What follows belongs to an exercise in optimizing a design on an open flow for a short achievable clock period and few clock cycles; a production flow would make more cautious choices.
RTL that was checked went through simulation tests only; none was proved equivalent to the original.
No functional check of the RTL was part of run 2.
Power figures rest on the tool's default switching activity, not on a simulated workload.

### flow/design.v
module alu_32bit(
    input  wire [31:0] a,
    input  wire [31:0] b,
    input  wire [3:0]  alu_ctrl,
    output reg  [31:0] y,
    output wire        zero
);
    assign zero = (y == 32'b0);
    always @* begin
        case (alu_ctrl)
            4'b0000: y = a & b;
            4'b0001: y = a | b;
            4'b0010: y = a + b;
            4'b0110: y = a - b;
            4'b0111: y = ($signed(a) < $signed(b)) ? 32'd1 : 32'd0;
            4'b1100: y = ~(a | b);
            default: y = 32'b0;
        endcase
    end
endmodule
module register_file(
    input  wire        clk,
    input  wire        we3,
    input  wire [4:0]  a1, a2, a3,
    input  wire [31:0] wd3,
    output wire [31:0] rd1, rd2
);
    reg [31:0] rf[31:0];
    assign rd1 = rf[a1];
    assign rd2 = rf[a2];
    always @(posedge clk) begin
        if (we3) rf[a3] <= wd3;
    end
endmodule
module pc_reg(
    input  wire        clk,
    input  wire        rst,
    input  wire [31:0] pc_next,
    output reg  [31:0] pc
);
    always @(posedge clk or posedge rst) begin
        if (rst) pc <= 32'b0;
        else     pc <= pc_next;
    end
endmodule
module signext(input wire [15:0] a, output wire [31:0] y);
    assign y = {{16{a[15]}}, a};
endmodule
module sl2(input wire [31:0] a, output wire [31:0] y);
    assign y = {a[29:0], 2'b00};
endmodule
module mux2 #(parameter W=32) (
    input  wire [W-1:0] d0, d1,
    input  wire         s,
    output wire [W-1:0] y
);
    assign y = s ? d1 : d0;
endmodule
module mux3 #(parameter W=32) (
    input  wire [W-1:0] d0, d1, d2,
    input  wire [1:0]   s,
    output reg  [W-1:0] y
);
    always @* begin
        case (s)
            2'b00: y = d0;
            2'b01: y = d1;
            2'b10: y = d2;
            default: y = d0;
        endcase
    end
endmodule
module maindec(
    input  wire [5:0] op,
    output reg        memtoreg, memwrite,
    output reg        branch, alusrc,
    output reg        regdst, regwrite,
    output reg        jump,
    output reg  [1:0] aluop
);
    always @* begin
        memtoreg=0; memwrite=0; branch=0; alusrc=0;
        regdst=0; regwrite=0; jump=0; aluop=2'b00;
        case(op)
            6'b000000: begin regdst=1; regwrite=1; aluop=2'b10; end  
            6'b100011: begin memtoreg=1; regwrite=1; alusrc=1; aluop=2'b00; end  
            6'b101011: begin memwrite=1; alusrc=1; aluop=2'b00; end  
            6'b000100: begin branch=1; aluop=2'b01; end  
            6'b001000: begin regwrite=1; alusrc=1; aluop=2'b00; end  
            6'b000010: begin jump=1; end  
        endcase
    end
endmodule
module aludec(
    input  wire [5:0] funct,
    input  wire [1:0] aluop,
    output reg  [3:0] alucontrol
);
    always @* begin
        case (aluop)
            2'b00: alucontrol = 4'b0010;  
            2'b01: alucontrol = 4'b0110;  
            default: begin  
                case (funct)
                    6'b100000: alucontrol = 4'b0010;       
                    6'b100010: alucontrol = 4'b0110;       
                    6'b100100: alucontrol = 4'b0000;       
                    6'b100101: alucontrol = 4'b0001;       
                    6'b101010: alucontrol = 4'b0111;       
                    default:   alucontrol = 4'b0000;
                endcase
            end
        endcase
    end
endmodule
module controller_single(
    input  wire [5:0] op, funct,
    output wire       memtoreg, memwrite,
    output wire       branch, alusrc,
    output wire       regdst, regwrite,
    output wire       jump,
    output wire [3:0] alucontrol
);
    wire [1:0] aluop;
    maindec md(op, memtoreg, memwrite, branch, alusrc, regdst, regwrite, jump, aluop);
    aludec  ad(funct, aluop, alucontrol);
endmodule
module mips_single_cycle (
    input  wire        clk,
    input  wire        rst,
    output wire [31:0] imem_addr,
    input  wire [31:0] imem_rdata,
    output wire        dmem_we,
    output wire [31:0] dmem_addr,
    output wire [31:0] dmem_wdata,
    input  wire [31:0] dmem_rdata
);
    localparam OP_R = 6'b000000, OP_LW = 6'b100011, OP_SW = 6'b101011,
               OP_BEQ = 6'b000100, OP_ADDI = 6'b001000, OP_J = 6'b000010;
    reg  [31:0] pc;
    reg         valid_d;
    reg  [31:0] ir_d, pc4_d;
    reg         valid_e;
    reg  [31:0] a_e, b_e, sd_e, bt_e;
    reg         add_e, sub_e, and_e, or_e, slt_e;
    reg         wr_e, ld_e, st_e, br_e;
    reg  [4:0]  rd_e;
    reg  [31:0] alu_m, sd_m;
    reg         wr_m, ld_m, st_m;
    reg  [4:0]  rd_m;
    reg  [31:0] res_w;
    reg         wr_w;
    reg  [4:0]  rd_w;
    wire [31:0] sum  = a_e + b_e;
    wire [31:0] diff = a_e - b_e;
    wire        lt   = (a_e[31] & ~b_e[31]) | (~(a_e[31] ^ b_e[31]) & diff[31]);
    wire [31:0] alu  = ({32{add_e}} & sum) | ({32{sub_e}} & diff) |
                       ({32{and_e}} & (a_e & b_e)) | ({32{or_e}} & (a_e | b_e)) |
                       {31'b0, slt_e & lt};
    wire        redir_e = valid_e & br_e & (a_e == b_e);
    wire [5:0]  op_d  = ir_d[31:26];
    wire [5:0]  fn_d  = ir_d[5:0];
    wire [4:0]  rs_d  = ir_d[25:21];
    wire [4:0]  rt_d  = ir_d[20:16];
    wire [4:0]  rdf_d = ir_d[15:11];
    wire [31:0] imm_d = {{16{ir_d[15]}}, ir_d[15:0]};
    wire is_r    = op_d == OP_R;
    wire is_lw   = op_d == OP_LW;
    wire is_sw   = op_d == OP_SW;
    wire is_beq  = op_d == OP_BEQ;
    wire is_addi = op_d == OP_ADDI;
    wire imm0    = ir_d[15:0] == 16'd0;
    wire same    = rs_d == rt_d;
    wire beq_d   = is_beq & ~imm0 & ~same;
    wire redir_d = valid_d & ~redir_e & is_beq & ~imm0 & same;
    wire use_rs  = is_r | is_lw | is_sw | is_addi | beq_d;
    wire use_rt  = is_r | is_sw | beq_d;
    wire [4:0] dst_d = is_r ? rdf_d : rt_d;
    wire wr_d    = (is_r | is_lw | is_addi) & (dst_d != 5'd0);
    wire r_add = is_r & (fn_d == 6'b100000);
    wire r_sub = is_r & (fn_d == 6'b100010);
    wire r_or  = is_r & (fn_d == 6'b100101);
    wire r_slt = is_r & (fn_d == 6'b101010);
    wire r_and = is_r & ~r_add & ~r_sub & ~r_or & ~r_slt;
    wire stall = valid_d & valid_e & ld_e & wr_e &
                 ((use_rs & (rs_d == rd_e)) | (use_rt & (rt_d == rd_e)));
    wire [31:0] rf1, rf2;
    register_file RF(clk, wr_w, rs_d, rt_d, rd_w, res_w, rf1, rf2);
    wire [31:0] mval = ld_m ? dmem_rdata : alu_m;
    wire hs_e = wr_e & (rs_d == rd_e);
    wire hs_m = wr_m & (rs_d == rd_m);
    wire hs_w = wr_w & (rs_d == rd_w);
    wire ht_e = wr_e & (rt_d == rd_e);
    wire ht_m = wr_m & (rt_d == rd_m);
    wire ht_w = wr_w & (rt_d == rd_w);
    wire [31:0] rs_old = hs_m ? mval : hs_w ? res_w : (rs_d == 5'd0) ? 32'd0 : rf1;
    wire [31:0] rt_old = ht_m ? mval : ht_w ? res_w : (rt_d == 5'd0) ? 32'd0 : rf2;
    wire [31:0] rs_val = hs_e ? alu : rs_old;
    wire [31:0] rt_val = ht_e ? alu : rt_old;
    wire        alusrc = is_lw | is_sw | is_addi;
    wire [31:0] b_val  = (ht_e & ~alusrc) ? alu : (alusrc ? imm_d : rt_old);
    wire [31:0] pc4   = pc + 32'd4;
    wire        j_f   = imem_rdata[31:26] == OP_J;
    wire [31:0] jt_f  = {pc4[31:28], imem_rdata[25:0], 2'b00};
    wire [31:0] bt_d  = pc4_d + {imm_d[29:0], 2'b00};
    wire        take_j = j_f & ~redir_e & ~redir_d & ~stall;
    wire [31:0] pc_nj = redir_e ? bt_e : redir_d ? bt_d : stall ? pc : pc4;
    wire [31:0] pc_next = take_j ? jt_f : pc_nj;
    always @(posedge clk or posedge rst) begin
        if (rst) begin
            pc      <= 32'd0;
            valid_d <= 1'b0;
            valid_e <= 1'b0;
            wr_e <= 1'b0; ld_e <= 1'b0; st_e <= 1'b0; br_e <= 1'b0;
            wr_m <= 1'b0; ld_m <= 1'b0; st_m <= 1'b0;
            wr_w <= 1'b0;
        end else begin
            pc <= pc_next;
            if (redir_e | redir_d) valid_d <= 1'b0;
            else if (!stall)       valid_d <= 1'b1;
            if (redir_e | stall | ~valid_d) begin
                valid_e <= 1'b0;
                wr_e <= 1'b0; ld_e <= 1'b0; st_e <= 1'b0; br_e <= 1'b0;
            end else begin
                valid_e <= 1'b1;
                wr_e <= wr_d; ld_e <= is_lw; st_e <= is_sw; br_e <= beq_d;
            end
            wr_m <= wr_e; ld_m <= ld_e; st_m <= st_e;
            wr_w <= wr_m;
        end
    end
    always @(posedge clk) begin
        if (!stall) begin
            ir_d  <= imem_rdata;
            pc4_d <= pc4;
        end
        a_e   <= rs_val;
        b_e   <= b_val;
        sd_e  <= rt_val;
        bt_e  <= bt_d;
        rd_e  <= dst_d;
        add_e <= r_add | alusrc;
        sub_e <= r_sub;
        and_e <= r_and;
        or_e  <= r_or;
        slt_e <= r_slt;
        alu_m <= alu;
        sd_m  <= sd_e;
        rd_m  <= rd_e;
        res_w <= mval;
        rd_w  <= rd_m;
    end
    assign imem_addr  = pc;
    assign dmem_we    = st_m;
    assign dmem_addr  = alu_m;
    assign dmem_wdata = sd_m;
endmodule
### flow/run.sh
#!/bin/bash
# synth_recipe.tcl (not shown) runs the flow's synth.tcl, then flattens the netlist and writes it again
# the make line also repeats each setting of config.mk as NAME=value (left out here)
make -C /OpenROAD-flow-scripts/flow DESIGN_CONFIG=/design/flow/config.mk WORK_HOME=/design/flow/orfs CLKGATE_MAP_FILE= SYNTH_SCRIPT=/design/flow/synth_recipe.tcl finish
### flow/config.mk
export PLATFORM = sky130hd
export DESIGN_NAME = mips_single_cycle
export DESIGN_NICKNAME = mips_single_cycle
export VERILOG_FILES = /design/flow/design.v
export SDC_FILE = /design/flow/constraint.sdc
export NUM_CORES = 4
export LEC_CHECK = 0
export ABC_CLOCK_PERIOD_IN_PS = 2000
export CAP_MARGIN = 20
export CORE_MARGIN = 2
export CORE_UTILIZATION = 45
export SETUP_SLACK_MARGIN = 5.0
export SLEW_MARGIN = 20
### flow/constraint.sdc
create_clock -name core_clock -period 8.0 [get_ports {clk}]
set_input_delay 1.6000 -clock core_clock [delete_from_list [all_inputs] [get_ports {clk}]]
set_output_delay 1.6000 -clock core_clock [all_outputs]
set_load 0.01 [all_outputs]
==> impl_metrics.toml, run 1 <==
[routing]
routedWlPerCell_um = 34.03
drt_iter0_drc = 5540
routed_wirelength_mm = 221.8
vias_per_cell = 6.607
dr.pass1.iters = 5
drc = 0
detail-route-antenna-nets = 0
dr_total_vias = 43070

[power_and_ir_drop]
p_leak_uw = 0.02802
p_per_area_nw_per_um2 = 249.4
ir_worst_vdd_mv = 0.2135
p_total_uw = 20230

[worst_hold_path]
hold_path_depth = 0
min_from = "sd_e[6]$_DFF_P_"
min_to = "sd_m[6]$_DFF_P_"
hold_path.class = "reg2reg"

[critical_path]
path_cells = "inv_4, ha_4, nor4_4, o311ai_2, nand4_1, a21boi_4, nor4_4, o31ai_2, nor2_1, nor2_1, o21bai_2, fa_2, a22oi_2, o21ai_2, a21oi_2, o21ai_1"
start_kind = "flop"
cp-end-kind = "flop"
crit_required_ps = 8640
slowest_stage = "fa_2"
critPathMaxFanout = 4
max_stage_delay_ps = 470
crit_path_start = "a_e[6]$_DFF_P_"
crit_type = "reg2reg"
ff2ff_path_depth = 16
crit_family = "compound AO/OA/AOI/OAI gates"
worstReg2RegStart = "a_e[6]$_DFF_P_"
r2r_slack_ps = 4410
crit_buf_inv = 1
rr_endpoint = "a_e[31]$_DFF_P_"
worstPathArrival_ps = 4240

[die]
boundaryPins = 163
die_area_um2 = 150200
rows = 140
fp.coreArea_um2 = 145900
start_util = 0.4537
die_w_um = 387.6
die_y_um = 387.6

[clock_tree]
ctsHoldBuffers = 0
cts_made_buffers = 149
clkTransAtPathRegs_ps = 60
clock_path_buffers = 3
cts.sinks = 1384
clock_latency_ps = 810
h-tree-depth = 4
cts-root-buf = "clkbuf_16"
cts_tree = "built"

[sta]
worst_pin_slew_ps = 1060
hold_viol_final = 0
rsz0062_at_grt = "yes"
fmax_ghz = 0.2783
tns_ps = 0
period_needed_ps = 3593
slew_headroom = 0.2937
setup_violations = 0
min_period_over_period = 0.4491
worst_clock_skew_ps = 36.20
slew_viol_final = 0
whs_ps = 325.3

[global_route]
antenna_found_initial = 4
grt_max_degree = 69
grt_pass1_wl_mm = 309.7
groute.usage.overall = 0.2881
grt-ovfl-total = 0
first_global_vias = 41780

[yosys]
ys_seq_elements = 1384
yosys_most_used_dff = "edfxtp_1"
async_reset_ff_frac = 0.03035
synth-edff-count = 1088
syn_nets = 4242
netlist.area_leader.share = 0.4935
synth_area_per_cell_um2 = 16.36
syn_inst = 4047
synth.top_cells.by_area = "edfxtp_1 49%, mux4_2 22%, dfxtp_1 7.7%"
ys_seq_area_frac = 0.5861
synth_area_leader_cell = "edfxtp_1"
ys_warn_count = 2
netlist_area_um2 = 66210
synth_cell_types = 95

[place]
gp_congestion = 0.9087
io_buffers = 162
dp_hpwl_mm = 118.6
postPlaceCellArea_um2 = 70420

[final_layout]
final_nets = 4670
regMostFlops = "RF.rf"
largest_reg_flops = 1024
drive_gt1_frac = 0.4184
syn_to_final_growth_pct = 22.55
postLayoutCellArea_um2 = 81140
fillerInstances = 11180

[job]
drv_cap = 0

[run_status]
outcome = "complete, no violations"
area by class of cell:
cell class | instances | area [µm²] | area share
antenna | 1 | 2.502 | 0.00003084
clock buffer | 200 | 4202 | 0.05178
clock inverter | 77 | 767.0 | 0.009453
inverter | 144 | 573.1 | 0.007063
multi-input combinational | 2243 | 28380 | 0.3497
sequential | 1384 | 38990 | 0.4805
tap | 1917 | 2399 | 0.02956
timing repair buffer | 553 | 5831 | 0.07186
cells in the mapped netlist (9+ instances only):
cell / instances
edfxtp_1: 1088
nand3_1: 39
o221ai_1: 19
a221oi_1: 28
a211oi_1: 21
nor3_1: 40
o21ai_0: 157
xnor2_1: 55
nand4_1: 22
and3_1: 15
nand3b_1: 10
dfxtp_1: 254
nor4_1: 11
a21o_1: 32
nand2b_1: 11
mux2_2: 90
o22ai_1: 19
o21a_1: 9
mux2i_1: 70
buf_1: 29
clkbuf_1: 162
a31oi_1: 22
dfrtp_1: 42
inv_1: 135
ha_1: 125
o31ai_1: 10
xor2_1: 43
a21oi_1: 185
nor2_1: 175
nor2b_1: 11
nand2_1: 143
a221o_1: 43
mux4_2: 637
o21bai_1: 27
buf_2: 80
o211ai_1: 34
stage by stage:
| step | std cells | utilization | setup slack, ps |
|---|---|---|---|
| 2_1_floorplan | 4047 | - | 4863 |
| 3_3_place_gp | 5940 | 0.4824 | 3578 |
| 3_5_place_dp | 5941 | 0.4826 | 3526 |
| 4_1_cts | 6399 | 0.5393 | 4403 |
| 5_1_grt | 6518 | 0.5561 | 4251 |
| 6_report | 6519 | 0.5561 | 4407 |
layer usage:
metal	wire length [µm]	GRT usage	vias up
li1	-	-	17430
met1	85450	0.3897	22780
met2	106500	0.4616	2390
met3	19710	0.05201	472
met4	10080	0.1207	4
met5	33	0	-
worst max-delay path by stage:
stage	end	slack (ps)	depth (start not counted)
6_report	a_e[31]$_DFF_P_	4410	16
4_1_cts	b_e[0]$_DFF_P_	4400	17
2_1_floorplan	pc[25]$_DFFE_PP0P_	4860	12
5_1_grt	a_e[31]$_DFF_P_	4250	16
3_3_place_gp	pc[21]$_DFFE_PP0P_	3580	7
3_5_place_dp	pc[25]$_DFFE_PP0P_	3530	7
report_power, final:
| part | internal (µW) | total, µW | switching (µW) |
|---|---|---|---|
| logic | 1810 | 4100 | 2290 |
| registers | 8530 | 9070 | 544 |
| clock network | 4100 | 7060 | 2960 |
cells in the final DEF, fill, tap and decap left out, types with 50 or more instances in the layout:
master | synthesis | layout
mux4_2 | 637 | 637
xnor2_1 | 55 | 53
dfxtp_1 | 254 | 182
nor2_1 | 175 | 131
buf_2 | 80 | 64
a21oi_1 | 185 | 139
ha_1 | 125 | 82
mux2i_1 | 70 | 54
mux2_2 | 90 | 71
clkbuf_16 | 0 | 170
buf_4 | 3 | 256
edfxtp_1 | 1088 | 1088
nand2_1 | 143 | 125
buf_6 | 3 | 50
inv_1 | 135 | 113
o21ai_0 | 157 | 105
clkdlybuf4s50_1 | 0 | 65
cell families after synthesis:
logic type      after synthesis  synth area share
flops                      1384            0.5861
mux                         797            0.2426
compound gates              687           0.06951
simple gates                528           0.03787
buf+inv                     424           0.02612
fa+ha+maj                   129           0.02483
xor+xnor                     98           0.01296
repair_timing:
| item | 4_1_cts | 5_1_grt |
|---|---|---|
| pin swaps | 73 | 154 |
| setup buffers | 155 | 104 |
| resized for setup | 687 | 335 |
| gates cloned | 26 | 15 |
| setup endpoints to repair | 346 | 155 |
Testbench counts, summed over its fixed seeds: cycles 47,351.
==> inputs of run 2 (changes only) <==
--- a/flow/design.v
+++ b/flow/design.v
@@ -1,21 +1,30 @@
-module alu_32bit(
-    input  wire [31:0] a,
-    input  wire [31:0] b,
-    input  wire [3:0]  alu_ctrl,
-    output reg  [31:0] y,
-    output wire        zero
-);
-    assign zero = (y == 32'b0);
-    always @* begin
-        case (alu_ctrl)
-            4'b0000: y = a & b;
-            4'b0001: y = a | b;
-            4'b0010: y = a + b;
-            4'b0110: y = a - b;
-            4'b0111: y = ($signed(a) < $signed(b)) ? 32'd1 : 32'd0;
-            4'b1100: y = ~(a | b);
-            default: y = 32'b0;
-        endcase
-    end
+module ks_add #(parameter W = 32) (
+    input  wire [W-1:0] a,
+    input  wire [W-1:0] b,
+    input  wire         cin,
+    output wire [W-1:0] s
+);
+    localparam L = $clog2(W);
+    wire [(L+1)*W-1:0] g;
+    wire [(L+1)*W-1:0] p;
+    wire [W-1:0] x = a ^ b;
+    assign g[W-1:0] = (a & b) | {{(W-1){1'b0}}, cin & x[0]};
+    assign p[W-1:0] = x;
+    genvar i, k;
+    generate
+        for (k = 0; k < L; k = k + 1) begin : lvl
+            for (i = 0; i < W; i = i + 1) begin : col
+                if (i >= (1 << k)) begin : comb
+                    assign g[(k+1)*W+i] = g[k*W+i] | (p[k*W+i] & g[k*W+i-(1<<k)]);
+                    assign p[(k+1)*W+i] = p[k*W+i] & p[k*W+i-(1<<k)];
+                end else begin : pass
+                    assign g[(k+1)*W+i] = g[k*W+i];
+                    assign p[(k+1)*W+i] = p[k*W+i];
+                end
+            end
+        end
+    endgenerate
+    wire [W-1:0] c = {g[L*W +: W-1], cin};
+    assign s = x ^ c;
 endmodule
 module register_file(
@@ -152,6 +161,7 @@
     reg         wr_w;
     reg  [4:0]  rd_w;
-    wire [31:0] sum  = a_e + b_e;
-    wire [31:0] diff = a_e - b_e;
+    wire [31:0] sum, diff;
+    ks_add #(32) add_s(a_e, b_e, 1'b0, sum);
+    ks_add #(32) add_d(a_e, ~b_e, 1'b1, diff);
     wire        lt   = (a_e[31] & ~b_e[31]) | (~(a_e[31] ^ b_e[31]) & diff[31]);
     wire [31:0] alu  = ({32{add_e}} & sum) | ({32{sub_e}} & diff) |
@@ -200,8 +210,10 @@
     wire        alusrc = is_lw | is_sw | is_addi;
     wire [31:0] b_val  = (ht_e & ~alusrc) ? alu : (alusrc ? imm_d : rt_old);
-    wire [31:0] pc4   = pc + 32'd4;
+    wire [31:0] pc4;
+    ks_add #(32) add_p(pc, 32'd4, 1'b0, pc4);
     wire        j_f   = imem_rdata[31:26] == OP_J;
     wire [31:0] jt_f  = {pc4[31:28], imem_rdata[25:0], 2'b00};
-    wire [31:0] bt_d  = pc4_d + {imm_d[29:0], 2'b00};
+    wire [31:0] bt_d;
+    ks_add #(32) add_b(pc4_d, {imm_d[29:0], 2'b00}, 1'b0, bt_d);
     wire        take_j = j_f & ~redir_e & ~redir_d & ~stall;
     wire [31:0] pc_nj = redir_e ? bt_e : redir_d ? bt_d : stall ? pc : pc4;
==> impl_metrics.toml, run 2 <==
[global_route]
first_global_vias = 42450
grt_pass1_wl_mm = 310.5
grt-ovfl-total = 0
antenna_found_initial = 3
grt_max_degree = 75
groute.usage.overall = 0.2877

[yosys]
ys_seq_area_frac = 0.5822
synth_area_per_cell_um2 = 16.11
synth_mux_area_frac = 0.2420
yosys_most_used_dff = "edfxtp_1"
synth_top_family_by_area = "multiplexers"
ys_warn_count = 2
synth_most_common_cell = "edfxtp_1"
synth-edff-count = 1088
netlist_area_um2 = 66660
synth-xor-area-share = 0.01301
syn_nets = 4333
synth-simple-area-share = 0.04148
async_reset_ff_frac = 0.03035
synth.top_cells.by_area = "edfxtp_1 49%, mux4_2 21%, dfxtp_1 7.6%"
synth_common_cells = "1,088 x edfxtp_1, 636 x mux4_2, 254 x dfxtp_1, 192 x a21oi_1, 182 x nor2_1"
syn_inst = 4138
ys_seq_elements = 1384
synth_area_leader_cell = "edfxtp_1"
synth_compound_area_frac = 0.06628
synth-adder-area-share = 0.02455
netlist.area_leader.share = 0.4901
synth_cell_types = 88

[routing]
detail-route-antenna-nets = 0
vias_per_cell = 6.564
drt_iter0_drc = 5185
routed_wirelength_mm = 220.8
dr.pass1.iters = 6
dr_total_vias = 43210
drc = 0
routedWlPerCell_um = 33.55

[clock_tree]
cts_made_buffers = 142
cts-root-buf = "clkbuf_16"
clock_latency_ps = 810
clkTransAtPathRegs_ps = 70
cts_tree = "built"
clock_path_buffers = 3
ctsHoldBuffers = 0
h-tree-depth = 4
cts.sinks = 1384

[final_layout]
diodes = 0
final_nets = 4732
final_cells = 6582
mostFrequentLayoutCell = "edfxtp_1"
largest_reg_flops = 1024
fillerInstances = 11490
regMostFlops = "RF.rf"
mostFrequentLayoutCells = "1,088 x edfxtp_1, 636 x mux4_2, 237 x buf_4, 175 x dfxtp_1, 158 x a21oi_1"
drive_gt1_frac = 0.4093
syn_to_final_growth_pct = 22.24

[place]
dp_hpwl_mm = 118.2
io_buffers = 162
dp.cells = 6004
gp_congestion = 0.9090

[worst_hold_path]
hold_path_depth = 0
min_from = "sd_e[26]$_DFF_P_"
min_to = "sd_m[26]$_DFF_P_"
hold_path.class = "reg2reg"

[critical_path]
path_cells = "inv_4, ha_4, o21bai_4, a21oi_4, o211a_4, nor3b_4, o311ai_2, a21o_1, nand2_2, a21oi_2, nor2_2, nor2_2, fa_2, a22oi_2, o211ai_1, a21o_1, mux2_2"
worstReg2RegStart = "a_e[1]$_DFF_P_"
ff2ff_path_depth = 17
crit_buf_inv = 1
start_kind = "flop"
cp-end-kind = "flop"
crit_required_ps = 8680
slowest_stage = "fa_2"
worstPathArrival_ps = 4190
rr_endpoint = "b_e[0]$_DFF_P_"
max_stage_delay_ps = 430
critPathMaxFanout = 3
r2r_slack_ps = 4490
crit_family = "compound AO/OA/AOI/OAI gates"
crit_type = "reg2reg"

[power_and_ir_drop]
p_leak_uw = 0.02838
ir_worst_vdd_mv = 0.1647
p_per_area_nw_per_um2 = 243.0
p_total_uw = 19800

[sta]
tns_ps = 0
slew_viol_final = 0
period_needed_ps = 3510
rsz0062_at_grt = "yes"
hold_viol_final = 0
setup_violations = 0
worst_pin_slew_ps = 1016
worst_clock_skew_ps = 28.85
slew_headroom = 0.3228
min_period_over_period = 0.4388
fmax_ghz = 0.2849

[die]
fp.coreArea_um2 = 147500
rows = 141
start_util = 0.4520
die_y_um = 388.9
die_w_um = 388.9
boundaryPins = 163
die_area_um2 = 151200

[run_status]
outcome = "complete, no violations"

[job]
drv_cap = 0
## run 2: cell types whose count changed after synthesis, sizes merged, moves of 9 or more
cell	delta
nand2	+13
inv	+15
o21ai	-32
o22ai	-13
mux2	+10
nand4	+9
buf	+31
a221oi	+12
a221o	-16
and3	+11
## run 2: kinds of logic after synthesis
family,Yosys count
muxes,804
AOI/OAI and AO/OA,662
buffers and inverters,475
xor gates and xnor gates,99
adders and majority gates,129
DFF,1384
and+or+nand+nor,585
## run 2: power breakdown
| group | switching (µW) | internal, µW |
|---|---|---|
| Clock | 2920 | 3980 |
| Combinational | 2120 | 1790 |
| Sequential | 530 | 8450 |
| Total | 5570 | 14200 |
## run 2: worst reg2reg max path: stages (launching register included)
cell and delay [ps]:
dfxtp_4 360, inv_4 40, ha_4 250, o21bai_4 160, a21oi_4 90, o211a_4 280
nor3b_4 350, o311ai_2 130, a21o_1 220, nand2_2 80, a21oi_2 60, nor2_2 120
nor2_2 50, fa_2 430, a22oi_2 150, o211ai_1 150, a21o_1 200, mux2_2 250
## run 2: layout make-up
type                       instances  area [µm²]  share of cell area
sequential                      1384       38960              0.4782
multi-input combinational       2285       28250              0.3467
timing repair buffer             565        6451             0.07917
clock buffer                     179        3886             0.04769
tap                             1930        2415             0.02963
clock inverter                    80       907.1             0.01113
inverter                         159       614.3            0.007539
## run 2: through the flow
stage	utilization	setup slack, ps	instance area (µm²)	hold slack [ps]
finish	0.5525	4490	81490	322.8
global route	0.5525	4387	81490	323.9
CTS	0.5404	4395	79700	324.9
detailed placement	0.4785	3625	70570	312.1
global placement	0.4785	3594	70570	311.0
floorplan	-	4896	67020	309.6
## run 2: how the worst max path moves through the flow
stage                     slack, ps              end  depth (start not counted)            from
final                          4490   b_e[0]$_DFF_P_                         17  a_e[1]$_DFF_P_
after global routing           4390   b_e[0]$_DFF_P_                         17  a_e[1]$_DFF_P_
after CTS                      4390   b_e[0]$_DFF_P_                         17  a_e[4]$_DFF_P_
after detailed placement       3620  b_e[25]$_DFF_P_                          9            flop
after global placement         3590  b_e[25]$_DFF_P_                          9            flop
after floorplan                4900   b_e[0]$_DFF_P_                         18  b_e[3]$_DFF_P_
## run 2: routing by layer
layer  GRT usage  share of wire  vias to the layer above
met4      0.1201          0.046                        2
li1            -              -                    17610
met2      0.4655           0.48                     2406
met5           0       0.000091                        -
met3     0.05109          0.090                      520
met1      0.3860           0.39                    22670
## run 2: timing repair
action	in CTS	in global routing
endpoints found under the setup margin	298	167
resized for setup	754	209
gates cloned	41	11
hold endpoints to repair	0	0
pin swaps	81	90
buffers inserted	182	85
==> inputs of run 3 (changes only) <==
--- a/flow/design.v
+++ b/flow/design.v
@@ -5,5 +5,5 @@
     output wire [W-1:0] s
 );
-    localparam L = $clog2(W);
+    parameter L = 5;   
     wire [(L+1)*W-1:0] g;
     wire [(L+1)*W-1:0] p;
@@ -149,16 +149,16 @@
     reg  [31:0] pc;
     reg         valid_d;
-    reg  [31:0] ir_d, pc4_d;
+    reg  [31:0] ir_d, pc4_d, ra_d, rb_d;
+    reg         se_s, sw_s, sx_s, sr_s;
+    reg         se_t, sw_t, sx_t, sr_t;
     reg         valid_e;
-    reg  [31:0] a_e, b_e, sd_e, bt_e;
+    reg  [31:0] a_e, b_e, sd_e, bt_e, ad_e;
     reg         add_e, sub_e, and_e, or_e, slt_e;
     reg         wr_e, ld_e, st_e, br_e;
     reg  [4:0]  rd_e;
-    reg  [31:0] alu_m, sd_m;
-    reg         wr_m, ld_m, st_m;
-    reg  [4:0]  rd_m;
     reg  [31:0] res_w;
     reg         wr_w;
     reg  [4:0]  rd_w;
+    reg  [31:0] res_x;
     wire [31:0] sum, diff;
     ks_add #(32) add_s(a_e, b_e, 1'b0, sum);
@@ -168,4 +168,5 @@
                        ({32{and_e}} & (a_e & b_e)) | ({32{or_e}} & (a_e | b_e)) |
                        {31'b0, slt_e & lt};
+    wire [31:0] res_e   = ld_e ? dmem_rdata : alu;
     wire        redir_e = valid_e & br_e & (a_e == b_e);
     wire [5:0]  op_d  = ir_d[31:26];
@@ -182,8 +183,5 @@
     wire imm0    = ir_d[15:0] == 16'd0;
     wire same    = rs_d == rt_d;
-    wire beq_d   = is_beq & ~imm0 & ~same;
-    wire redir_d = valid_d & ~redir_e & is_beq & ~imm0 & same;
-    wire use_rs  = is_r | is_lw | is_sw | is_addi | beq_d;
-    wire use_rt  = is_r | is_sw | beq_d;
+    wire beq_d   = is_beq & ~imm0;
     wire [4:0] dst_d = is_r ? rdf_d : rt_d;
     wire wr_d    = (is_r | is_lw | is_addi) & (dst_d != 5'd0);
@@ -193,21 +191,36 @@
     wire r_slt = is_r & (fn_d == 6'b101010);
     wire r_and = is_r & ~r_add & ~r_sub & ~r_or & ~r_slt;
-    wire stall = valid_d & valid_e & ld_e & wr_e &
-                 ((use_rs & (rs_d == rd_e)) | (use_rt & (rt_d == rd_e)));
+    wire stall = valid_d & (is_lw | is_sw) & se_s;
+    wire [31:0] rs_wx = ({32{sw_s}} & res_w) | ({32{sx_s}} & res_x) | ({32{sr_s}} & ra_d);
+    wire [31:0] rt_wx = ({32{sw_t}} & res_w) | ({32{sx_t}} & res_x) | ({32{sr_t}} & rb_d);
+    wire [31:0] rs_val = se_s ? res_e : rs_wx;
+    wire [31:0] rt_val = se_t ? res_e : rt_wx;
+    wire        alusrc = is_addi;
+    wire [31:0] b_val  = (se_t & ~alusrc) ? res_e : (alusrc ? imm_d : rt_wx);
+    wire        sumdep = add_e & (se_s ^ se_t);
+    wire [31:0] kval   = se_s ? rt_wx : rs_wx;
+    wire [31:0] rq     = a_e ^ b_e ^ kval;                  
+    wire [31:0] co     = (a_e & b_e) | (rq & (a_e ^ b_e));  
+    wire        eq_sum = ~rq[0] & (rq[31:1] == co[30:0]);
+    wire        eq_wx  = rs_wx == rt_wx;
+    wire        nodep  = ~se_s & ~se_t;
+    wire        redir_d = valid_d & ~redir_e & beq_d &
+                          (same | (nodep & eq_wx) | (sumdep & eq_sum));
+    wire        br_d   = beq_d & ~same & ~nodep & ~sumdep;
+    wire [31:0] ad_d;
+    ks_add #(32) add_a(rs_wx, imm_d, 1'b0, ad_d);
+    wire [4:0]  rs_f = imem_rdata[25:21];
+    wire [4:0]  rt_f = imem_rdata[20:16];
     wire [31:0] rf1, rf2;
-    register_file RF(clk, wr_w, rs_d, rt_d, rd_w, res_w, rf1, rf2);
-    wire [31:0] mval = ld_m ? dmem_rdata : alu_m;
-    wire hs_e = wr_e & (rs_d == rd_e);
-    wire hs_m = wr_m & (rs_d == rd_m);
-    wire hs_w = wr_w & (rs_d == rd_w);
-    wire ht_e = wr_e & (rt_d == rd_e);
-    wire ht_m = wr_m & (rt_d == rd_m);
-    wire ht_w = wr_w & (rt_d == rd_w);
-    wire [31:0] rs_old = hs_m ? mval : hs_w ? res_w : (rs_d == 5'd0) ? 32'd0 : rf1;
-    wire [31:0] rt_old = ht_m ? mval : ht_w ? res_w : (rt_d == 5'd0) ? 32'd0 : rf2;
-    wire [31:0] rs_val = hs_e ? alu : rs_old;
-    wire [31:0] rt_val = ht_e ? alu : rt_old;
-    wire        alusrc = is_lw | is_sw | is_addi;
-    wire [31:0] b_val  = (ht_e & ~alusrc) ? alu : (alusrc ? imm_d : rt_old);
+    register_file RF(clk, wr_w, rs_f, rt_f, rd_w, res_w, rf1, rf2);
+    wire        wr_dv = valid_d & wr_d;
+    wire        fe_s = wr_dv & (rs_f == dst_d);
+    wire        fw_s = ~fe_s & wr_e & (rs_f == rd_e);
+    wire        fx_s = ~fe_s & ~fw_s & wr_w & (rs_f == rd_w);
+    wire        fr_s = ~fe_s & ~fw_s & ~fx_s & (rs_f != 5'd0);
+    wire        fe_t = wr_dv & (rt_f == dst_d);
+    wire        fw_t = ~fe_t & wr_e & (rt_f == rd_e);
+    wire        fx_t = ~fe_t & ~fw_t & wr_w & (rt_f == rd_w);
+    wire        fr_t = ~fe_t & ~fw_t & ~fx_t & (rt_f != 5'd0);
     wire [31:0] pc4;
     ks_add #(32) add_p(pc, 32'd4, 1'b0, pc4);
@@ -216,7 +229,6 @@
     wire [31:0] bt_d;
     ks_add #(32) add_b(pc4_d, {imm_d[29:0], 2'b00}, 1'b0, bt_d);
-    wire        take_j = j_f & ~redir_e & ~redir_d & ~stall;
-    wire [31:0] pc_nj = redir_e ? bt_e : redir_d ? bt_d : stall ? pc : pc4;
-    wire [31:0] pc_next = take_j ? jt_f : pc_nj;
+    wire [31:0] pc_f  = stall ? pc : j_f ? jt_f : pc4;
+    wire [31:0] pc_next = redir_e ? bt_e : redir_d ? bt_d : pc_f;
     always @(posedge clk or posedge rst) begin
         if (rst) begin
@@ -225,5 +237,4 @@
             valid_e <= 1'b0;
             wr_e <= 1'b0; ld_e <= 1'b0; st_e <= 1'b0; br_e <= 1'b0;
-            wr_m <= 1'b0; ld_m <= 1'b0; st_m <= 1'b0;
             wr_w <= 1'b0;
         end else begin
@@ -236,14 +247,22 @@
             end else begin
                 valid_e <= 1'b1;
-                wr_e <= wr_d; ld_e <= is_lw; st_e <= is_sw; br_e <= beq_d;
+                wr_e <= wr_d; ld_e <= is_lw; st_e <= is_sw; br_e <= br_d;
             end
-            wr_m <= wr_e; ld_m <= ld_e; st_m <= st_e;
-            wr_w <= wr_m;
+            wr_w <= wr_e;
         end
     end
     always @(posedge clk) begin
-        if (!stall) begin
+        if (stall) begin
+            ra_d <= rs_wx;
+            rb_d <= rt_wx;
+            se_s <= 1'b0; sw_s <= se_s; sx_s <= 1'b0; sr_s <= ~se_s;
+            se_t <= 1'b0; sw_t <= se_t; sx_t <= 1'b0; sr_t <= ~se_t;
+        end else begin
             ir_d  <= imem_rdata;
             pc4_d <= pc4;
+            ra_d  <= rf1;
+            rb_d  <= rf2;
+            se_s <= fe_s; sw_s <= fw_s; sx_s <= fx_s; sr_s <= fr_s;
+            se_t <= fe_t; sw_t <= fw_t; sx_t <= fx_t; sr_t <= fr_t;
         end
         a_e   <= rs_val;
@@ -251,4 +270,5 @@
         sd_e  <= rt_val;
         bt_e  <= bt_d;
+        ad_e  <= ad_d;
         rd_e  <= dst_d;
         add_e <= r_add | alusrc;
@@ -257,13 +277,11 @@
         or_e  <= r_or;
         slt_e <= r_slt;
-        alu_m <= alu;
-        sd_m  <= sd_e;
-        rd_m  <= rd_e;
-        res_w <= mval;
-        rd_w  <= rd_m;
+        res_w <= res_e;
+        rd_w  <= rd_e;
+        res_x <= res_w;
     end
     assign imem_addr  = pc;
-    assign dmem_we    = st_m;
-    assign dmem_addr  = alu_m;
-    assign dmem_wdata = sd_m;
-endmodule
+    assign dmem_we    = st_e;
+    assign dmem_addr  = ad_e;
+    assign dmem_wdata = sd_e;
+endmodule
==> flow/flow/run.sh (new file) <==
#!/bin/bash
# Standard ORFS layout (the standard.sh, unchanged synthesis script and
# registers), except that Yosys's full/half-adder extraction is skipped
# (ADDER_MAP_FILE empty) so that ABC maps the adders as plain logic.
set -euo pipefail
bash standard.sh ADDER_MAP_FILE= finish > make_finish.log 2>&1
==> flow/standard.sh (new file) <==
#!/bin/bash
# synth_recipe.tcl (not shown) runs the flow's synth.tcl, then flattens the netlist and writes it again
# the make line also repeats each setting of config.mk as NAME=value (left out here)
make -C /OpenROAD-flow-scripts/flow DESIGN_CONFIG=/design/flow/config.mk WORK_HOME=/design/flow/orfs CLKGATE_MAP_FILE= SYNTH_SCRIPT=/design/flow/synth_recipe.tcl "${@:-finish}"
removed: flow/run.sh
==> impl_metrics.toml, run 3 <==
[yosys]
synth-edff-count = 1088
synth.top_cells.by_area = "edfxtp_1 46%, mux4_2 20%, dfxtp_1 8.8%"
syn_nets = 4835
synth-adder-area-share = 0.006164
synth-simple-area-share = 0.06372
async_reset_ff_frac = 0.02712
yosys_most_used_dff = "edfxtp_1"
synth_cell_types = 100
syn_inst = 4769
ys_seq_area_frac = 0.5645
synth_top_family_by_area = "multiplexers"
ys_warn_count = 2
synth-xor-area-share = 0.04076
netlist.area_leader.share = 0.4625
ys_seq_elements = 1438
synth_mux_area_frac = 0.2245
synth_area_per_cell_um2 = 14.81
netlist_area_um2 = 70630
synth_area_leader_cell = "edfxtp_1"
synth_most_common_cell = "edfxtp_1"
synth_common_cells = "1,088 x edfxtp_1, 634 x mux4_2, 320 x nand2_1, 311 x dfxtp_1, 233 x clkbuf_1"
synth_compound_area_frac = 0.07064

[die]
rows = 145
die_area_um2 = 160100
fp.coreArea_um2 = 156000
start_util = 0.4527
die_w_um = 400.2
die_y_um = 400.2
boundaryPins = 163

[routing]
dr.pass1.iters = 8
routed_wirelength_mm = 249.5
dr_total_vias = 49270
routedWlPerCell_um = 33.10
drt_iter0_drc = 6638
vias_per_cell = 6.537
drc = 0
detail-route-antenna-nets = 0

[worst_hold_path]
min_from = "pc4_d[1]$_DFFE_PN_"
hold_path.class = "reg2reg"
hold_path_depth = 0
min_to = "bt_e[1]$_DFF_P_"

[clock_tree]
cts_made_buffers = 154
clkTransAtPathRegs_ps = 60
cts_tree = "built"
h-tree-depth = 4
cts.sinks = 1438
clock_latency_ps = 820
cts-root-buf = "clkbuf_16"
ctsHoldBuffers = 0
clock_path_buffers = 3

[place]
postPlaceCellArea_um2 = 74790
dp_hpwl_mm = 137.8
gp_congestion = 0.9469
io_buffers = 162

[power_and_ir_drop]
p_total_uw = 20340
p_leak_uw = 0.03124
ir_worst_vdd_mv = 0.2135
p_per_area_nw_per_um2 = 229.3

[sta]
slew_headroom = 0.3196
hold_viol_final = 0
period_needed_ps = 3677
slew_viol_final = 0
whs_ps = 369.8
tns_ps = 0
rsz0062_at_grt = "yes"
min_period_over_period = 0.4597
fmax_ghz = 0.2719
setup_violations = 0
worst_pin_slew_ps = 1021
worst_clock_skew_ps = 38.40

[final_layout]
postLayoutCellArea_um2 = 88710
mostFrequentLayoutCells = "1,088 x edfxtp_1, 634 x mux4_2, 471 x buf_4, 280 x nand2_1, 218 x dfxtp_1"
syn_to_final_growth_pct = 25.59
final_core_util = 0.5685
drive_gt1_frac = 0.4133
final_nets = 5411
regMostFlops = "RF.rf"
largest_reg_flops = 1024
mostFrequentLayoutCell = "edfxtp_1"

[global_route]
grt-ovfl-total = 0
grt_pass1_wl_mm = 344.4
antenna_found_initial = 9
first_global_vias = 47250
groute.usage.overall = 0.3033
grt_max_degree = 92

[critical_path]
crit_type = "reg2reg"
crit_path_start = "sx_s$_SDFF_PP0_"
crit_required_ps = 8710
critPathMaxFanout = 6
rr_endpoint = "ad_e[30]$_DFF_P_"
worstPathArrival_ps = 4390
start_kind = "flop"
ff2ff_path_depth = 13
r2r_slack_ps = 4320
cp-end-kind = "flop"
worstReg2RegStart = "sx_s$_SDFF_PP0_"

[job]
drv_cap = 0

[run_status]
outcome = "complete, no violations"
==> run 3: cell count changes in the layout (fill, tap and decap cells not counted), moves of 30 or more <==
cell,delta
ha_1,-91
buf_4,+234
a222oi_1,+63
dfxtp_4,+41
xnor2_2,+34
xor2_1,+41
nand3_1,+48
dfxtp_1,+43
nand2_1,+135
nor2_1,+40
inv_1,-45
ha_4,-30
xnor2_1,+127
==> run 3: report_power, final <==
group	total (µW)	switching, µW	internal (µW)	leakage [µW]
registers	8760	401	8360	0.0133
logic	4460	2310	2150	0.0155
clock network	7120	3040	4080	0.00243
total	20300	5750	14600	0.0312
==> run 3: area by class of cell <==
| class | count | area (µm²) |
|---|---|---|
| multi-input combinational | 2838 | 31910 |
| antenna | 6 | 15.01 |
| sequential | 1438 | 40150 |
| timing repair buffer | 820 | 8716 |
| clock buffer | 212 | 4329 |
| fill | 12060 | 67320 |
| clock inverter | 72 | 631.9 |
| inverter | 93 | 376.6 |
| tap | 2058 | 2575 |
==> run 3: per-layer routing <==
metal | track usage | vias up | share of wire
met2 | 0.4788 | 2882 | 0.47
met1 | 0.4125 | 25600 | 0.37
met5 | 0 | - | 0.00010
met3 | 0.04937 | 587 | 0.10
met4 | 0.1435 | 4 | 0.055
li1 | - | 20200 | -
==> run 3: kinds of logic (layout without fill, tap and decap cells) <==
logic type                 after synthesis  after routing
other                                    0              6
AOI/OAI and AO/OA                      737            737
muxes                                  781            781
adders and majority gates               43             43
xor gates and xnor gates               327            327
DFF                                   1438           1438
and+or+nand+nor                        947            950
buffers and inverters                  496           1197
==> run 3: worst max path at each step <==
| stage | end |
|---|---|
| 3_3_place_gp | pc[27]$_DFFE_PP0P_ |
| 2_1_floorplan | ra_d[11]$_DFF_P_ |
| 5_1_grt | pc[27]$_DFFE_PP0P_ |
| 4_1_cts | ad_e[31]$_DFF_P_ |
| 6_report | ad_e[30]$_DFF_P_ |
| 3_5_place_dp | pc[27]$_DFFE_PP0P_ |
==> run 3: what timing repair did <==
action | 4_1_cts | 5_1_grt
gates resized for setup | 953 | 300
gates cloned | 47 | 17
endpoints found under the hold margin | 0 | 0
pin swaps | 143 | 156
setup buffers | 328 | 122
setup endpoints to repair | 542 | 252
==> run 3: stage by stage <==
stage          cells  worst slack (ps)
2_1_floorplan   4769              4472
3_3_place_gp    6731              3112
3_5_place_dp    6733              3159
4_1_cts         7392              4451
5_1_grt         7532              4285
6_report        7537              4323
==> run 3: critical path, cell delays in order, from the launching register on <==
cell and delay (ps):
dfxtp_4 400, buf_12 170, a222oi_1 490, buf_4 260
a211oi_2 70, a211o_1 370, o2111ai_4 230, nand2_1 90
nand4b_4 180, a31oi_4 470, buf_6 170, a211o_4 150
mux2i_4 330, xnor2_2 190
Testbench counts of run 3, summed over its fixed seeds: cycles 45,528.
==> inputs of run 4 (changes only) <==
--- a/flow/design.v
+++ b/flow/design.v
@@ -1,3 +1,3 @@
-module ks_add #(parameter W = 32) (
+module ks_add #(parameter W = 32, parameter L = 5) (
     input  wire [W-1:0] a,
     input  wire [W-1:0] b,
@@ -5,5 +5,4 @@
     output wire [W-1:0] s
 );
-    parameter L = 5;   
     wire [(L+1)*W-1:0] g;
     wire [(L+1)*W-1:0] p;
@@ -27,4 +26,30 @@
     wire [W-1:0] c = {g[L*W +: W-1], cin};
     assign s = x ^ c;
+endmodule
+module agu_add(
+    input  wire [31:0] base,
+    input  wire [15:0] off,
+    output wire [31:0] addr
+);
+    wire [15:0] lo;
+    wire        c16;
+    wire [15:0] hi = base[31:16];
+    ks_add #(16, 4) add_lo(base[15:0], off, 1'b0, lo);
+    assign c16 = (base[15] & off[15]) | ((base[15] ^ off[15]) & ~lo[15]);
+    wire [15:0] inc, dec;
+    genvar i;
+    generate
+        for (i = 0; i < 16; i = i + 1) begin : id
+            if (i == 0) begin : b0
+                assign inc[i] = ~hi[i];
+                assign dec[i] = ~hi[i];
+            end else begin : bn
+                assign inc[i] = hi[i] ^ (&hi[i-1:0]);
+                assign dec[i] = hi[i] ^ ~(|hi[i-1:0]);
+            end
+        end
+    endgenerate
+    wire s = off[15];
+    assign addr = {(c16 & ~s) ? inc : (~c16 & s) ? dec : hi, lo};
 endmodule
 module register_file(
@@ -198,16 +223,11 @@
     wire        alusrc = is_addi;
     wire [31:0] b_val  = (se_t & ~alusrc) ? res_e : (alusrc ? imm_d : rt_wx);
-    wire        sumdep = add_e & (se_s ^ se_t);
-    wire [31:0] kval   = se_s ? rt_wx : rs_wx;
-    wire [31:0] rq     = a_e ^ b_e ^ kval;                  
-    wire [31:0] co     = (a_e & b_e) | (rq & (a_e ^ b_e));  
-    wire        eq_sum = ~rq[0] & (rq[31:1] == co[30:0]);
-    wire        eq_wx  = rs_wx == rt_wx;
-    wire        nodep  = ~se_s & ~se_t;
-    wire        redir_d = valid_d & ~redir_e & beq_d &
-                          (same | (nodep & eq_wx) | (sumdep & eq_sum));
-    wire        br_d   = beq_d & ~same & ~nodep & ~sumdep;
+    wire        zdep   = add_e & ((se_s & (rt_d == 5'd0)) | (se_t & (rs_d == 5'd0)));
+    wire [31:0] hx     = a_e ^ b_e;
+    wire        sum0   = ~hx[0] & (hx[31:1] == (a_e[30:0] | b_e[30:0]));
+    wire        redir_d = valid_d & ~redir_e & beq_d & (same | (zdep & sum0));
+    wire        br_d   = beq_d & ~same & ~zdep;
     wire [31:0] ad_d;
-    ks_add #(32) add_a(rs_wx, imm_d, 1'b0, ad_d);
+    agu_add add_a(rs_wx, ir_d[15:0], ad_d);
     wire [4:0]  rs_f = imem_rdata[25:21];
     wire [4:0]  rt_f = imem_rdata[20:16];
==> impl_metrics.toml, run 4 <==
[clock_tree]
cts.sinks = 1438
cts_made_buffers = 151
clock_path_buffers = 3
clkTransAtPathRegs_ps = 60
cts_tree = "built"
clock_latency_ps = 810
h-tree-depth = 4
cts-root-buf = "clkbuf_16"

[die]
die_y_um = 397.5
fp.coreArea_um2 = 153900
rows = 144
boundaryPins = 163
start_util = 0.4529
die_w_um = 397.5
die_area_um2 = 158000

[sta]
slew_headroom = 0.1179
rsz0062_at_grt = "yes"
period_needed_ps = 3455
whs_ps = 372.6
hold_viol_final = 0
tns_ps = 0
fmax_ghz = 0.2895
slew_viol_final = 0
worst_clock_skew_ps = 29.57
worst_pin_slew_ps = 1323
setup_ws_ps = 4545
setup_violations = 0
min_period_over_period = 0.4318

[routing]
vias_per_cell = 6.618
drc = 0
detail-route-antenna-nets = 0
dr.pass1.iters = 9
routed_wirelength_mm = 244.0
routedWlPerCell_um = 33.70
drt_iter0_drc = 6352
dr_total_vias = 47920

[global_route]
grt-ovfl-total = 0
grt_pass1_wl_mm = 336.9
groute.usage.overall = 0.3006
first_global_vias = 46230
antenna_found_initial = 9
grt_max_degree = 87

[yosys]
synth_cell_types = 96
synth_most_common_cell = "edfxtp_1"
yosys_most_used_dff = "edfxtp_1"
synth-edff-count = 1088
synth.top_cells.by_area = "edfxtp_1 47%, mux4_2 21%, dfxtp_1 8.9%"
syn_nets = 4659
synth_common_cells = "1,088 x edfxtp_1, 640 x mux4_2, 311 x dfxtp_1, 284 x nand2_1, 245 x clkbuf_1"
synth_area_per_cell_um2 = 15.17
synth_area_leader_cell = "edfxtp_1"
syn_inst = 4593
ys_seq_area_frac = 0.5722
async_reset_ff_frac = 0.02712
netlist_area_um2 = 69690
netlist.area_leader.share = 0.4688
ys_seq_elements = 1438
ys_warn_count = 2

[final_layout]
mostFrequentLayoutCell = "edfxtp_1"
drive_gt1_frac = 0.3991
final_nets = 5134
syn_to_final_growth_pct = 23.54
fillerInstances = 11990
mostFrequentLayoutCells = "1,088 x edfxtp_1, 640 x mux4_2, 391 x buf_4, 270 x nand2_1, 210 x dfxtp_1"
regMostFlops = "RF.rf"
ff_latch_area_um2 = 40200
multi_input_area_um2 = 30860
largest_reg_flops = 1024

[power_and_ir_drop]
share_comb_of_total_power = 0.199
ir_worst_vdd_mv = 0.1440
p_seq_frac = 0.441
p_sw_frac = 0.2774
clock_power_share = 0.359
p_switching_uw = 5515
power.internal_uw = 14360
p_per_area_nw_per_um2 = 230.9
p_leak_uw = 0.02987

[run_status]
outcome = "complete, no violations"

[place]
io_buffers = 162
gp_congestion = 0.9515
dp_hpwl_mm = 136.2
place_ws_ps = 3358

[critical_path]
critPathMaxFanout = 10
crit_required_ps = 8680
cp-end-kind = "flop"
crit_type = "reg2reg"
worstPathArrival_ps = 4140
start_kind = "flop"

[worst_hold_path]
hold_path.class = "reg2reg"

[job]
drv_cap = 0
run 4: final timing paths:
path                            slack, ps                  to                from  depth (start not counted)
worst max-delay path                 4550    ad_e[31]$_DFF_P_        sw_s$_DFF_P_                         13
worst min-delay path                  370     bt_e[1]$_DFF_P_  pc4_d[1]$_DFFE_PN_                          0
max in group asynchronous            6130  pc[30]$_DFFE_PP0P_                 rst                          2
worst max register to register       4550    ad_e[31]$_DFF_P_        sw_s$_DFF_P_                         13
min in group asynchronous            1270   pc[7]$_DFFE_PP0P_                 rst                          2
worst min register to register        370     bt_e[1]$_DFF_P_  pc4_d[1]$_DFFE_PN_                          0
run 4: repair_timing:
| action | 4_1_cts | 5_1_grt |
|---|---|---|
| cloned | 28 | 15 |
| pin swaps | 112 | 173 |
| gates resized for setup | 802 | 290 |
| hold buffers | 0 | 0 |
| buffers inserted | 220 | 141 |
| setup endpoints to repair | 478 | 235 |
run 4: stage by stage:
stage               utilization  instances  power, µW  instance area (µm²)
floorplan                     -       4593      10790                70660
global placement         0.4794       6542      11760                73760
detailed placement       0.4800       6554      11780                73860
CTS                      0.5418       7081      19410                83370
global route             0.5595       7238      20450                86090
finish                   0.5595       7240      19880                86090
run 4: area by class of cell:
cell class / count / share of cell area
sequential: 1438 / 0.4670
multi-input combinational: 2707 / 0.3585
timing repair buffer: 700 / 0.08349
clock buffer: 209 / 0.05024
tap: 2044 / 0.02971
clock inverter: 70 / 0.007732
inverter: 70 / 0.003314
antenna: 2 / 0.00005813
run 4: power by group through the flow:
stage               Clock (µW)  Sequential, µW  Combinational (µW)
floorplan                    0            8710                2080
global placement             0            8900                2860
detailed placement           0            8910                2870
CTS                       7190            8770                3460
global route              7490            8800                4160
finish                    7140            8770                3970
run 4: critical path: stages (launching register included):
cell,delay (ps)
dfxtp_4,420
buf_12,180
buf_4,140
a222oi_1,450
buf_4,260
buf_4,160
nand3_1,200
nor2_1,200
nand3_2,200
nor4b_4,450
nand2_2,160
nor3_4,190
mux2i_1,140
xor2_1,170
run 4: metal layers:
metal,GRT usage,part of all wire,vias up,wire (µm)
met3,0.05419,0.10,624,24370
li1,-,-,19490,-
met5,0,0,-,0
met2,0.4922,0.48,2878,118000
met4,0.1441,0.055,0,13500
met1,0.3889,0.36,24920,88160
run 4: cell families (layout without fill, tap and decap cells):
| family | count (synthesis) | count (layout) | share of synthesized area |
|---|---|---|---|
| muxes | 783 | 783 | 0.2287 |
| AOI/OAI and AO/OA | 718 | 718 | 0.07223 |
| other | 0 | 2 | 0 |
| buffers and inverters | 448 | 1049 | 0.02668 |
| xor gates and xnor gates | 251 | 251 | 0.03165 |
| adders and majority gates | 36 | 36 | 0.005315 |
| DFF | 1438 | 1438 | 0.5722 |
| and+or+nand+nor | 919 | 919 | 0.06329 |
Testbench counts of run 4, summed over its fixed seeds: cycles 45,562.
==> inputs of run 5 (changes only) <==
==> flow/flow/run.sh (replaced) <==
#!/bin/bash
# Standard ORFS layout (the standard.sh: unchanged synthesis script and
# registers), with three changes to how the layout is made:
#  - Yosys's full/half-adder extraction is skipped (ADDER_MAP_FILE empty),
#    so ABC maps the adders as plain logic;
#  - the resizer may change a cell's footprint when it resizes it
#    (MATCH_CELL_FOOTPRINT 0);
#  - every input and output port still gets a buffer, a buf_8 rather than
#    the default choice.
set -euo pipefail
bash standard.sh ADDER_MAP_FILE= MATCH_CELL_FOOTPRINT=0 \
    "BUFFER_PORTS_ARGS=-buffer_cell sky130_fd_sc_hd__buf_8" finish > make_finish.log 2>&1
==> impl_metrics.toml, run 5 <==
[run_status]
outcome = "complete, no violations"

[power_and_ir_drop]
p_leak_uw = 0.03023
p_per_area_nw_per_um2 = 230.0
ir_worst_vdd_mv = 0.1459
p_total_uw = 19980

[yosys]
synth_most_common_cell = "edfxtp_1"
syn_inst = 4593
async_reset_ff_frac = 0.02712
synth_area_leader_cell = "edfxtp_1"
ys_seq_elements = 1438
netlist_area_um2 = 69690
synth_common_cells = "1,088 x edfxtp_1, 640 x mux4_2, 311 x dfxtp_1, 284 x nand2_1, 245 x clkbuf_1"
syn_nets = 4659
netlist.area_leader.share = 0.4688
synth-edff-count = 1088
synth.top_cells.by_area = "edfxtp_1 47%, mux4_2 21%, dfxtp_1 8.9%"
synth_area_per_cell_um2 = 15.17
ys_warn_count = 2
yosys_most_used_dff = "edfxtp_1"
ys_seq_area_frac = 0.5722
synth_cell_types = 96

[sta]
fmax_ghz = 0.2959
rsz0062_at_grt = "yes"
min_period_over_period = 0.4225
setup_violations = 0
hold_viol_final = 0
worst_clock_skew_ps = 30.70
worst_pin_slew_ps = 1139
setup_ws_ps = 4620
period_needed_ps = 3380
tns_ps = 0
slew_headroom = 0.2404
slew_viol_final = 0

[critical_path]
worstPathArrival_ps = 4080
path_cells = "buf_12, buf_4, a222oi_1, buf_4, and2b_1, nor2_1, nand4_1, buf_4, o22ai_4, maj3_2, maj3_2, maj3_2, xor2_2"
critPathMaxFanout = 8
start_kind = "flop"
crit_buf_inv = 4
crit_required_ps = 8700
cp-end-kind = "flop"
worstReg2RegStart = "sw_s$_DFF_P_"
crit_path_start = "sw_s$_DFF_P_"
crit_type = "reg2reg"
slowest_stage = "a222oi_1"
crit_family = "adder cells"
max_stage_delay_ps = 440

[final_layout]
final_nets = 5132
fillerInstances = 11890
drive_gt1_frac = 0.4139
mostFrequentLayoutCells = "1,088 x edfxtp_1, 640 x mux4_2, 380 x buf_4, 264 x nand2_1, 222 x dfxtp_1"
diodes = 0
syn_to_final_growth_pct = 24.64
regMostFlops = "RF.rf"
final_core_util = 0.5645
largest_reg_flops = 1024
mostFrequentLayoutCell = "edfxtp_1"

[routing]
dr.pass1.iters = 7
drc = 0
drt_iter0_drc = 6484
routed_wirelength_mm = 241.7
vias_per_cell = 6.560
detail-route-antenna-nets = 0
routedWlPerCell_um = 33.39
dr_total_vias = 47480

[place]
dp_hpwl_mm = 134.3
place_ws_ps = 3109
io_buffers = 162
gp_congestion = 0.9722

[die]
die_w_um = 397.5
rows = 144
die_y_um = 397.5
start_util = 0.4529
die_area_um2 = 158000
fp.coreArea_um2 = 153900
boundaryPins = 163

[clock_tree]
cts_made_buffers = 155
clkTransAtPathRegs_ps = 60
cts-root-buf = "clkbuf_16"
clock_path_buffers = 3
clock_latency_ps = 810
cts_tree = "built"
h-tree-depth = 4
cts.sinks = 1438

[worst_hold_path]
hold_path.class = "reg2reg"
min_from = "pc4_d[1]$_DFFE_PN_"

[global_route]
grt-ovfl-total = 0
antenna_found_initial = 4
grt_pass1_wl_mm = 332.4
first_global_vias = 45580
groute.usage.overall = 0.2949
grt_max_degree = 111

[job]
drv_cap = 0
[run 5: area by class of cell]
class                           count  area [µm²]  area share
Clock buffer                      207        4229     0.04869
Tap cell                         2044        2557     0.02944
Inverter                           70       277.8    0.003198
Timing Repair Buffer              694        8024     0.09238
Multi-Input combinational cell   2707       30880      0.3555
Sequential cell                  1438       40160      0.4624
Clock inverter                     78       728.2    0.008384
[run 5: cells by family (layout without fill, tap and decap cells)]
group,count (synthesis),count (layout),share of synthesized area
AO/OA/AOI/OAI,718,718,0.07223
AND/OR/NAND/NOR,919,919,0.06329
XOR/XNOR,251,251,0.03165
adder cells (fa/ha/maj),36,36,0.005315
buffers and inverters,448,1049,0.02668
flip-flops,1438,1438,0.5722
multiplexers,783,783,0.2287
[run 5: worst paths after layout]
kind	cells past startpoint	slack [ps]	to
min in group asynchronous	3	940	pc[9]$_DFFE_PP0P_
setup / recovery	13	4620	ad_e[14]$_DFF_P_
setup reg to reg	13	4620	ad_e[14]$_DFF_P_
max in group asynchronous	3	6520	pc[30]$_DFFE_PP0P_
hold reg to reg	0	400	bt_e[1]$_DFF_P_
hold / removal	0	400	bt_e[1]$_DFF_P_
[run 5: stage by stage]
step / instance area (µm²) / instances / hold slack [ps]
floorplan: 70780 / 4593 / 347.9
finish: 86860 / 7238 / 395.8
CTS: 83650 / 7070 / 377.3
global route: 86860 / 7238 / 411.8
global placement: 74530 / 6543 / 361.5
detailed placement: 74540 / 6545 / 362.3
[run 5: routing by layer]
layer,track usage,vias to the layer above,part of all wire
li1,-,19460,-
met3,0.05607,532,0.10
met1,0.3973,24640,0.38
met4,0.1144,0,0.045
met5,0,-,0
met2,0.4755,2847,0.48
[run 5: repair_timing]
item                                    4_1_cts  5_1_grt
hold buffers                                  0        0
cloned                                       29       21
endpoints found under the setup margin      424      252
endpoints found under the hold margin         0        0
pin swaps                                    96      179
buffers inserted                            211      147
resized for setup                           453      347
[run 5: power breakdown]
part | switching, µW | internal [µW]
combinational | 2090 | 2010
clock | 3060 | 4030
sequential | 427 | 8360

==> static timing again, ports no longer ideal <==
In the flow no input, the clock included, has a driving cell. The finished layouts below were timed again as built, in two steps.
Step 1, drivers: a clkbuf_16 drives clk and a buf_2 each remaining input, both assumed.
Step 2 adds t to the input delays and takes it off the output delays; t is the mean of the earliest and latest rising clock arrival at the registers after step 1. Input paths then give back, and output paths get back, about the clock's delay inside the block.
Slacks: ideal / step 1 / step 2; pairs: ideal / step 1.
run | t, ns | setup slack, ns | latest minus earliest clock arrival (ns) | pins driven straight from the clock port
run 1 | 0.867 | 4.407 / 4.407 / 4.188 | 0.045 / 0.046 | 1
run 2 | 0.879 | 4.490 / 4.490 / 4.036 | 0.034 / 0.034 | 1
run 3 | 0.883 | 4.323 / 4.323 / 3.801 | 0.043 / 0.043 | 1
run 4 | 0.887 | 4.545 / 4.545 / 3.955 | 0.031 / 0.031 | 1
run 5 | 0.889 | 4.620 / 4.620 / 3.805 | 0.031 / 0.031 | 1
After both steps setup and hold are still met in every run listed. The setup slack of run 5, which loses most, moves by 0.000 ns with the drivers and by -0.815 ns with both steps.
